This is an optimization exercise on Yosys and OpenROAD, whose aim is small area, not a production implementation. Function was checked by simulation only, so behaviour that the tests miss may differ from the original. No activity file was given, so power comes from the tool's default toggle rates.

`flow/config.mk`:
```
export PLATFORM = sky130hd
export DESIGN_NAME = dino_game_top
export DESIGN_NICKNAME = dino_game_top
export VERILOG_FILES = /design/flow/design.v
export SDC_FILE = /design/flow/constraint.sdc
export NUM_CORES = 4
export LEC_CHECK = 0
export CAP_MARGIN = 20
export CORE_MARGIN = 2
export CORE_UTILIZATION = 40
export SLEW_MARGIN = 20
```
`flow/constraint.sdc`:
```
create_clock -name core_clock -period 10.0 [get_ports {clk}]
set_input_delay 2.0000 -clock core_clock [delete_from_list [all_inputs] [get_ports {clk}]]
set_output_delay 2.0000 -clock core_clock [all_outputs]
set_load 0.01 [all_outputs]
```
`flow/design.v`:
```
module dino_game_top(
    input clk, rst,
    input jump, crouch,
    output [7:0] dinor,
    output [15:0] outc,
    output [6:0] HEX0, HEX1, HEX2, HEX3, HEX4, HEX5
);
    wire clkdiv, clkdis;
    wire endiv, endis;
    wire [2:0] dinonow;
    wire [4:0] xcoor;
    wire state, shape;
    wire [1:0] game_state;
    freqdiv_gen f1(.clk(clk), .rst(rst), .exp(32'd31), .out(clkdiv), .rise(endiv));
    freqdiv_gen f2(.clk(clk), .rst(rst), .exp(32'd3), .out(clkdis), .rise(endis));
    dinologic_core d1(.clk(clk), .en(endiv), .rst(rst), .jump(jump), .crouch(crouch), .sprite_id(dinonow));
    random_gen r1(.clk(clk), .en(endiv), .rst(rst), .out(state));
    obstacle_move m1(.clk(clk), .en(endiv), .rst(rst), .state(state), .game_state(game_state), .xcoor(xcoor), .shape(shape));
    display_combined display_unit(
        .clk(clk), .en(endis), .rst(rst),
        .crouch(crouch), .jump(jump),
        .dinonow(dinonow),
        .shape(shape),
        .xcoor(xcoor),
        .dinor(dinor),
        .outc(outc),
        .game_state(game_state)
    );
    score_counter my_score(
        .clk(clk),
        .rst(rst),
        .game_state(game_state),
        .jump(jump), .crouch(crouch),
        .hex0(HEX0), .hex1(HEX1), .hex2(HEX2), .hex3(HEX3), .hex4(HEX4), .hex5(HEX5)
    );
endmodule
module display_combined(
    input clk, en, rst, shape,
    input jump,
    input crouch,
    input [2:0] dinonow,
    input [4:0] xcoor,
    output reg [7:0] dinor,
    output reg [15:0] outc,
    output reg [1:0] game_state
);
    reg [2:0] row_idx;
    reg [15:0] dino_row_data;
    reg [15:0] obs_raw_data;
    reg [31:0] obs_shifted;
    wire [2:0] next_row = row_idx + 1;
    reg [23:0] blink_counter;
    reg blink_state;
    function [15:0] start_pattern;
        input [2:0] r;
        begin
            case (r)
                3'd1: start_pattern = 16'b0000000010000000;
                3'd2: start_pattern = 16'b0000000011000000;
                3'd3: start_pattern = 16'b0000000011100000;
                3'd4: start_pattern = 16'b0000000011000000;
                3'd5: start_pattern = 16'b0000000010000000;
                default: start_pattern = 16'b0000000000000000;
            endcase
        end
    endfunction
    function [15:0] end_pattern;
        input [2:0] r;
        begin
            case (r)
                3'd2: end_pattern = 16'b1110100010110000;
                3'd3: end_pattern = 16'b1000100110101000;
                3'd4: end_pattern = 16'b1110101010100100;
                3'd5: end_pattern = 16'b1000110010101000;
                3'd6: end_pattern = 16'b1110100010110000;
                default: end_pattern = 16'b0000000000000000;
            endcase
        end
    endfunction
    always @(*) begin
        case (dinonow)
            3'd0: case(next_row)
                3'd5: dino_row_data=16'b0001100000000000;
                3'd4: dino_row_data=16'b0001010000000000;
                3'd3: dino_row_data=16'b0101100000000000;
                3'd2: dino_row_data=16'b0111100000000000;
                3'd1: dino_row_data=16'b0011000000000000;
                3'd0: dino_row_data=16'b0010100000000000;
                default: dino_row_data=0; endcase
            3'd1: case(next_row)
                3'd5: dino_row_data=16'b0001100000000000;
                3'd4: dino_row_data=16'b0001010000000000;
                3'd3: dino_row_data=16'b0101100000000000;
                3'd2: dino_row_data=16'b0111100000000000;
                3'd1: dino_row_data=16'b0011000000000000;
                3'd0: dino_row_data=16'b0101000000000000;
                default: dino_row_data=0; endcase
            3'd2: case(next_row)
                3'd7: dino_row_data=16'b0100000000000000;
                3'd6: dino_row_data=16'b0010011000000000;
                3'd5: dino_row_data=16'b0011110100000000;
                3'd4: dino_row_data=16'b0001111000000000;
                3'd3: dino_row_data=16'b0001010000000000;
                default: dino_row_data=0; endcase
            3'd3: case(next_row)
                3'd7: dino_row_data=16'b0100000000000000;
                3'd6: dino_row_data=16'b0010011000000000;
                3'd5: dino_row_data=16'b0011110100000000;
                3'd4: dino_row_data=16'b0001111000000000;
                3'd3: dino_row_data=16'b0010001000000000;
                default: dino_row_data=0; endcase
            3'd4: case(next_row)
                3'd3: dino_row_data=16'b0100110000000000;
                3'd2: dino_row_data=16'b0111111000000000;
                3'd1: dino_row_data=16'b0011100000000000;
                3'd0: dino_row_data=16'b0010010000000000;
                default: dino_row_data=0; endcase
            3'd5: case(next_row)
                3'd3: dino_row_data=16'b0100110000000000;
                3'd2: dino_row_data=16'b0111111000000000;
                3'd1: dino_row_data=16'b0011100000000000;
                3'd0: dino_row_data=16'b0100100000000000;
                default: dino_row_data=0; endcase
            default: dino_row_data = 0;
        endcase
    end
    always @(*) begin
        if (shape == 0) begin  
            case (next_row)
                3'd2: obs_raw_data=16'b0000000000000101;
                3'd1: obs_raw_data=16'b0000000000001011;
                3'd0: obs_raw_data=16'b0000000000001001;
                default: obs_raw_data=0; endcase
        end else begin  
            case (next_row)
                3'd7: obs_raw_data=16'b0000000000000010;
                3'd6: obs_raw_data=16'b0000000000000110;
                3'd5: obs_raw_data=16'b0000000000010111;
                3'd4: obs_raw_data=16'b0000000000001110;
                default: obs_raw_data=0; endcase
        end
        obs_shifted = {16'b0, obs_raw_data} << xcoor;
    end
    always @(posedge clk or negedge rst) begin
        if (!rst) begin
            row_idx <= 0;
            dinor <= 8'hFE;
            outc <= 0;
            game_state <= 0;
            blink_counter <= 0;
            blink_state <= 0;
        end
        else if (en) begin
            row_idx <= next_row;
            dinor <= ~(8'b00000001 << next_row);
            if (blink_counter >= 40) begin
                blink_counter <= 0;
                blink_state <= ~blink_state;
            end
            else begin
                blink_counter <= blink_counter + 1;
            end
            case (game_state)
                2'd0: begin  
                    outc <= 16'b0;
                    if (!jump||!crouch) begin   
                        game_state <= 1;
                    end
                    else begin
                        if (blink_state) begin
                            outc <= start_pattern(row_idx);
                        end
                        else begin
                            outc <= 16'b0;
                        end
                    end
                end
                2'd1: begin  
                    if (dino_row_data & obs_shifted[31:16]) begin
                        game_state <= 2;  
                        outc <= dino_row_data | obs_shifted[31:16];
                    end else begin
                        outc <= dino_row_data | obs_shifted[31:16];
                    end
                end
                2'd2: begin  
                    outc <= 16'b0;
                    if (!jump||!crouch) begin   
                        game_state <= 0;
                    end
                    else begin
                        if (blink_state) begin
                            outc <= end_pattern(row_idx);
                        end
                        else begin
                            outc <= 16'b0;
                        end
                    end
                end
                default: begin
                    game_state <= 0;
                    outc <= 0;
                end
            endcase
        end
    end
endmodule
module freqdiv_gen(input clk, rst, input [31:0] exp, output reg out, output rise);
    reg [31:0] count;
    assign rise = (count == exp) && !out;
    always @(posedge clk or negedge rst) begin
        if (!rst)
            {count, out} <= 0;
        else if (count == exp) begin
            count <= 0; out <= ~out;
        end else
            count <= count + 1;
    end
endmodule
module dinologic_core(input clk, en, rst, jump, crouch, output reg [2:0] sprite_id);
    parameter RUN = 2'b00, JUMP = 2'b01, CROUCH = 2'b10;
    reg [1:0] state;
    reg anim_toggle;
    reg [6:0] holdt;
    reg [3:0] anim_cnt;
    always @(posedge clk or negedge rst) begin
        if (!rst) begin
            state <= RUN; anim_toggle <= 0; holdt <= 0; anim_cnt <= 0;
        end else if (en) begin
            if (anim_cnt < 4'd10) begin  
                anim_cnt <= anim_cnt + 1;
            end else begin
                anim_cnt <= 0;
                anim_toggle <= ~anim_toggle;
            end
            case (state)
                RUN: if (!jump)
                        state <= JUMP;
                    else if (!crouch)
                        state <= CROUCH;
                JUMP: if (holdt < 60)
                        holdt <= holdt + 1;
                    else begin
                        holdt <= 0; state <= RUN;
                    end
                CROUCH: if (crouch)
                        state <= RUN;
            endcase
        end
    end
    always @(*) begin
        case (state)
            RUN:    sprite_id = anim_toggle ? 3'd1 : 3'd0;
            JUMP:   sprite_id = anim_toggle ? 3'd3 : 3'd2;
            CROUCH: sprite_id = anim_toggle ? 3'd5 : 3'd4;
            default: sprite_id = 3'd0;
        endcase
    end
endmodule
module random_gen(input clk, en, rst, output reg out);
    reg [15:0] lfsr;
    wire feedback = lfsr[15] ^ lfsr[13] ^ lfsr[12] ^ lfsr[10];
    always @(posedge clk or negedge rst) begin
        if (!rst) begin
            lfsr <= 16'hACE1; out <= 0;
        end else if (en) begin
            lfsr <= {lfsr[14:0], feedback}; out <= lfsr[15];
        end
    end
endmodule
module obstacle_move(
    input clk, en, rst,
    input [1:0] game_state,
    input state,
    output reg [4:0] xcoor,
    output reg shape
);
    reg [2:0] delay;
    reg [31:0] start_delay_counter;
    reg delay_complete;
    always @(posedge clk or negedge rst) begin
        if (!rst) begin
            xcoor <= 0;
            shape <= 0;
            delay <= 0;
            start_delay_counter <= 0;
            delay_complete <= 0;
        end
        else if (en) begin
            case (game_state)
                2'd0: begin  
                    xcoor <= 0;
                    shape <= 0;
                    delay <= 0;
                    start_delay_counter <= 0;
                    delay_complete <= 0;
                end
                2'd1: begin  
                    if (!delay_complete) begin
                        if (start_delay_counter < 32'd120) begin
                            start_delay_counter <= start_delay_counter + 1;
                        end
                        else begin
                            delay_complete <= 1;
                            start_delay_counter <= 0;
                        end
                    end
                    else begin
                        if (delay < 3'd5)
                            delay <= delay + 1;
                        else begin
                            delay <= 0;
                            if (xcoor == 31) begin
                                xcoor <= 0;
                                shape <= state;
                            end else xcoor <= xcoor + 1;
                        end
                    end
                end
                2'd2: begin  
                    xcoor <= 0;
                end
                default: begin
                    xcoor <= 0;
                    shape <= 0;
                    delay <= 0;
                    start_delay_counter <= 0;
                    delay_complete <= 0;
                end
            endcase
        end
    end
endmodule
module score_counter(
    input clk,
    input rst, jump, crouch,
    input [1:0] game_state,  
    output [6:0] hex0,
    output [6:0] hex1,
    output [6:0] hex2,
    output [6:0] hex3,
    output [6:0] hex4,
    output [6:0] hex5
);
    parameter SCORE_SPEED = 9;
    reg [31:0] time_cnt;
    wire tick_score;
    always @(posedge clk or negedge rst) begin
        if(!rst) begin
            time_cnt <= 0;
        end
        else if (game_state == 2'd1) begin
            if(time_cnt >= SCORE_SPEED)
                time_cnt <= 0;
            else
                time_cnt <= time_cnt + 1;
        end
        else begin
            time_cnt <= 0;
        end
    end
    assign tick_score = (time_cnt == SCORE_SPEED);
    reg [3:0] digit0, digit1, digit2, digit3, digit4, digit5;
    always @(posedge clk or negedge rst) begin
        if(!rst) begin
            digit0 <= 0; digit1 <= 0; digit2 <= 0;
            digit3 <= 0; digit4 <= 0; digit5 <= 0;
        end
        else if (tick_score && (game_state == 2'd1)) begin
            if(digit0 == 4'd9) begin
                digit0 <= 0;
                if(digit1 == 4'd9) begin
                    digit1 <= 0;
                    if(digit2 == 4'd9) begin
                        digit2 <= 0;
                        if(digit3 == 4'd9) begin
                            digit3 <= 0;
                            if(digit4 == 4'd9) begin
                                digit4 <= 0;
                                if(digit5 == 4'd9) digit5 <= 0;
                                else digit5 <= digit5 + 1;
                            end else digit4 <= digit4 + 1;
                        end else digit3 <= digit3 + 1;
                    end else digit2 <= digit2 + 1;
                end else digit1 <= digit1 + 1;
            end else digit0 <= digit0 + 1;
        end
        else if ((game_state == 2'd0)||(game_state == 2'd2)) begin
            if(!jump||!crouch) begin
                digit0 <= 0; digit1 <= 0; digit2 <= 0;
                digit3 <= 0; digit4 <= 0; digit5 <= 0;
            end
        end
    end
    function [6:0] seg7_decoder;
        input [3:0] num;
        begin
            case(num)
                4'h0: seg7_decoder = 7'b1000000;
                4'h1: seg7_decoder = 7'b1111001;
                4'h2: seg7_decoder = 7'b0100100;
                4'h3: seg7_decoder = 7'b0110000;
                4'h4: seg7_decoder = 7'b0011001;
                4'h5: seg7_decoder = 7'b0010010;
                4'h6: seg7_decoder = 7'b0000010;
                4'h7: seg7_decoder = 7'b1111000;
                4'h8: seg7_decoder = 7'b0000000;
                4'h9: seg7_decoder = 7'b0010000;
                default: seg7_decoder = 7'b1111111;
            endcase
        end
    endfunction
    assign hex0 = seg7_decoder(digit0);
    assign hex1 = seg7_decoder(digit1);
    assign hex2 = seg7_decoder(digit2);
    assign hex3 = seg7_decoder(digit3);
    assign hex4 = seg7_decoder(digit4);
    assign hex5 = seg7_decoder(digit5);
endmodule
```
`flow/run.sh`:
```
#!/bin/bash
# synth_recipe.tcl (not shown) runs the flow's synth.tcl, then flattens the netlist and writes it again
# the make line also repeats each setting of config.mk as NAME=value (left out here)
make -C /OpenROAD-flow-scripts/flow DESIGN_CONFIG=/design/flow/config.mk WORK_HOME=/design/flow/orfs CLKGATE_MAP_FILE= SYNTH_SCRIPT=/design/flow/synth_recipe.tcl finish
```
==> out/metrics.cfg <==
[status]
status = timing/DRC/antenna clean

[yosys]
syn_avg_cell_area_um2 = 9.115
async_reset_ff_frac = 1.000
synth-edff-count = 0
synth_top_area_share = 0.4514
synth_seq_cells = 249
ys_seq_area_frac = 0.4818
synth.distinct_cells = 73
synth_top_area_cell = dfrtp_1
synth_warnings = 6
synthTopCellsByArea = dfrtp_1 45%, nand2_1 5.6%, ha_1 5.5%, nor2_1 5.0%, o21ai_0 3.2%
synth_cells = 1423
synth_area_um2 = 12970
synth_flop_cell = dfrtp_1

[critical_path]
slowest_delay_ns = 0.49
r2r_slack_ns = 6.41
start_kind = register
endpoint_kind = primary output
worst-path-max-fanout = 7
crit_chain = inv_1 -> ha_1 -> or2_2 -> a21oi_1 -> a31oi_1 -> clkdlybuf4s50_1
crit_required_ns = 8.00
crit_type = reg -> out
critPathTopFamily = buffers and inverters
cp_data_arrival_time_ns = 2.38
path_buf_inv = 2
cp_slowest_cell = clkdlybuf4s50_1

[timing]
tns_ns = 0
setup_viol = 0
hold_viol_final = 0
finalClockSkew_ns = 0.01521
finalWorstPathRequiredPeriod_ns = 4.377
rsz0062_at_grt = false
tightest_slew_ns = 0.9521
slew_viol_final = 0
fin_crit_sh = 0.4377
max_freq_ghz = 0.2285
slew_headroom = 0.3653

[floorplan]
floorplan.initialDensity = 0.4090
die_h_um = 184.1
io_pins = 70
dieArea_um2 = 33880
die_x_um = 184.1
core_um2 = 31720
rows = 65

[clocking]
cts_resized = 0
path_clk_slew_ns = 0.06
cts_hold_buf = 0
cts_buffers = 27
cts_tree = done
post_cts_buffers = 0
clock_latency_ns = 0.55
root_buffer = clkbuf_16
cts_max_level = 1
clock_sinks = 249
clockBufferDepth = 3

[detailed_routing]
dr.pass1.iters = 5
drc = 0
avgRoutedWirePerCell_um = 14.16
num_vias = 10240
via_per_inst = 5.319
drt-initial-drc-count = 668
postRouteAntennaNets = 0
wirelength_um = 27260

[layout]
drive_gt1_frac = 0.06172
final_core_util = 0.4755
syn_to_final_growth_pct = 16.28
fin_nets = 1563
post_layout_nonfiller_instances = 1925
diodes = 0
fill_cells = 3036

[placement]
dpl.hpwl_um = 18870
numPortBuffers = 69
place_inst = 1875
gp_congestion = 0.8480

[global_routing]
grt_max_degree = 171
antenna_found_initial = 0
grtUsageTotal = 0.1635
overflow = 0
first_global_vias = 9561
grt_pass1_wl_um = 46700

[hold_path]
worst_hold_path_type = reg -> reg

[power]
p_comb_frac = 0.023
p_seq_frac = 0.484
sw_frac_of_total = 0.2105
vdd.ir_drop.worst_uv = 117.7
p_clk_frac = 0.493
power_leakage_uw = 0.006792
p_sw_uw = 443.3
p_int_uw = 1662
power_density_nw_per_um2 = 139.6

[flow_run]
maxCapViolations = 0

## layer usage
layer | GRT usage | wire length [µm] | vias to the layer above
met5 | 0 | 0 | -
met4 | 0.03936 | 527 | 0
met3 | 0.02001 | 1155 | 46
met2 | 0.2613 | 12170 | 217
met1 | 0.2367 | 13400 | 4839
li1 | - | - | 5137
## worst min-delay path, cell delays in order, from the launching register on
cell and delay, ns:
dfstp_2 0.36, nand2_1 0.05, nand2_1 0.05
## synthesized netlist by cell type, drive strengths merged, types with 29 or more instances
cell / number
dfrtp: 234
nand3: 54
o21ai: 96
a31oi: 35
nor2: 174
a21oi: 76
xnor2: 46
nor3: 29
inv: 53
ha: 57
nand2: 193
clkbuf: 40
nor4: 39
xor2: 30
## cells by family after synthesis
kind of cell               synth area share
xor gates and xnor gates            0.05132
AOI/OAI and AO/OA                    0.1429
adders and majority gates           0.05498
and+or+nand+nor                      0.2293
DFF                                  0.4818
buffers and inverters               0.03308
other                             0.0002891
muxes                              0.006366
## worst paths after layout
check | startpoint | endpoint | cells past startpoint
min | r1.lfsr[5] | r1.lfsr[6] | 2
max reg2reg | display_unit.row_idx[0] | display_unit.outc[15] | 9
min in group asynchronous | rst | display_unit.blink_counter[8] | 1
max in group asynchronous | rst | f1.count[11] | 2
max | my_score.digit4[1] | HEX4[3] | 6
min reg2reg | r1.lfsr[5] | r1.lfsr[6] | 2
## cell type report
| cell class | count | area [µm²] | area share |
|---|---|---|---|
| Multi-Input combinational cell | 1094 | 6410 | 0.4250 |
| Sequential cell | 249 | 6250 | 0.4144 |
| Clock buffer | 42 | 842.1 | 0.05583 |
| Timing Repair Buffer | 77 | 768.2 | 0.05093 |
| Tap cell | 402 | 503.0 | 0.03335 |
| Inverter | 53 | 198.9 | 0.01319 |
| Clock inverter | 8 | 111.4 | 0.007383 |
## registers in the layout, indices dropped and copies added (netlist names), 5 cells and up
signal                      count
m1.start_delay_counter         32
f2.count                       32
m1.xcoor                        5
my_score.time_cnt              32
f1.count                       32
display_unit.outc              16
display_unit.dinor              8
r1.lfsr                        16
d1.holdt                        7
display_unit.blink_counter     24
## power groups by stage
stage	Combinational [µW]	Clock, µW	Sequential (µW)
finish	48.2	1040	1020
global route	56.7	1110	1020
CTS	50.0	1070	1020
detailed placement	49.9	0	1040
global placement	49.6	0	1040
floorplan	16.4	0	1040
## placed cells by master, fill, tap and decap left out, types with 13 or more instances in the layout
| master | instances |
|---|---|
| a21oi_1 | 76 |
| a31oi_1 | 34 |
| and2_1 | 13 |
| and3_1 | 20 |
| clkbuf_16 | 27 |
| clkdlybuf4s50_1 | 68 |
| conb_1 | 28 |
| dfrtp_1 | 234 |
| dfstp_2 | 15 |
| ha_1 | 57 |
| inv_1 | 53 |
| nand2_1 | 193 |
| nand2b_1 | 16 |
| nand3_1 | 54 |
| nand4_1 | 26 |
| nor2_1 | 173 |
| nor2b_1 | 14 |
| nor3_1 | 28 |
| nor4_1 | 37 |
| o21ai_0 | 83 |
| o21ai_1 | 13 |
| xnor2_1 | 46 |
| xor2_1 | 30 |
## stage by stage
stage / total power, µW / instance area, µm² / hold WS [ns] / setup slack, ns
finish: 2105 / 15080 / 0.4505 / 5.623
global route: 2190 / 15080 / 0.4808 / 5.461
CTS: 2140 / 15080 / 0.4565 / 5.603
detailed placement: 1088 / 14130 / 0.4489 / 5.807
global placement: 1087 / 14130 / 0.4394 / 5.851
floorplan: 1054 / 13070 / 0.4245 / 6.398

what the ideal ports hide:
The flow's constraints put no driver on any port. The routed layout listed below was extracted and timed again, unchanged, in two steps. Step 1 sets driving cells, clkbuf_16 on the clock port and buf_2 on the other inputs (assumed; they add their load-dependent delay and slew). Step 2 moves the port delays by t, midway between the first and last clock arrival at a register: inputs arrive t later, outputs are due t later. That takes back most of the time a late clock gives input paths. Slacks: ideal ports / drivers / drivers and shift; pairs: ideal ports / drivers.
shift t [ns]: 0.585
slack for setup (ns): 5.623 / 5.577 / 5.780
worst setup path after step 2: input to register
worst data-port slew with drivers (ns): 0.06
After both steps this run still meets setup and hold. The setup slack of this run moves by -0.046 ns with the drivers and by +0.157 ns with both steps.
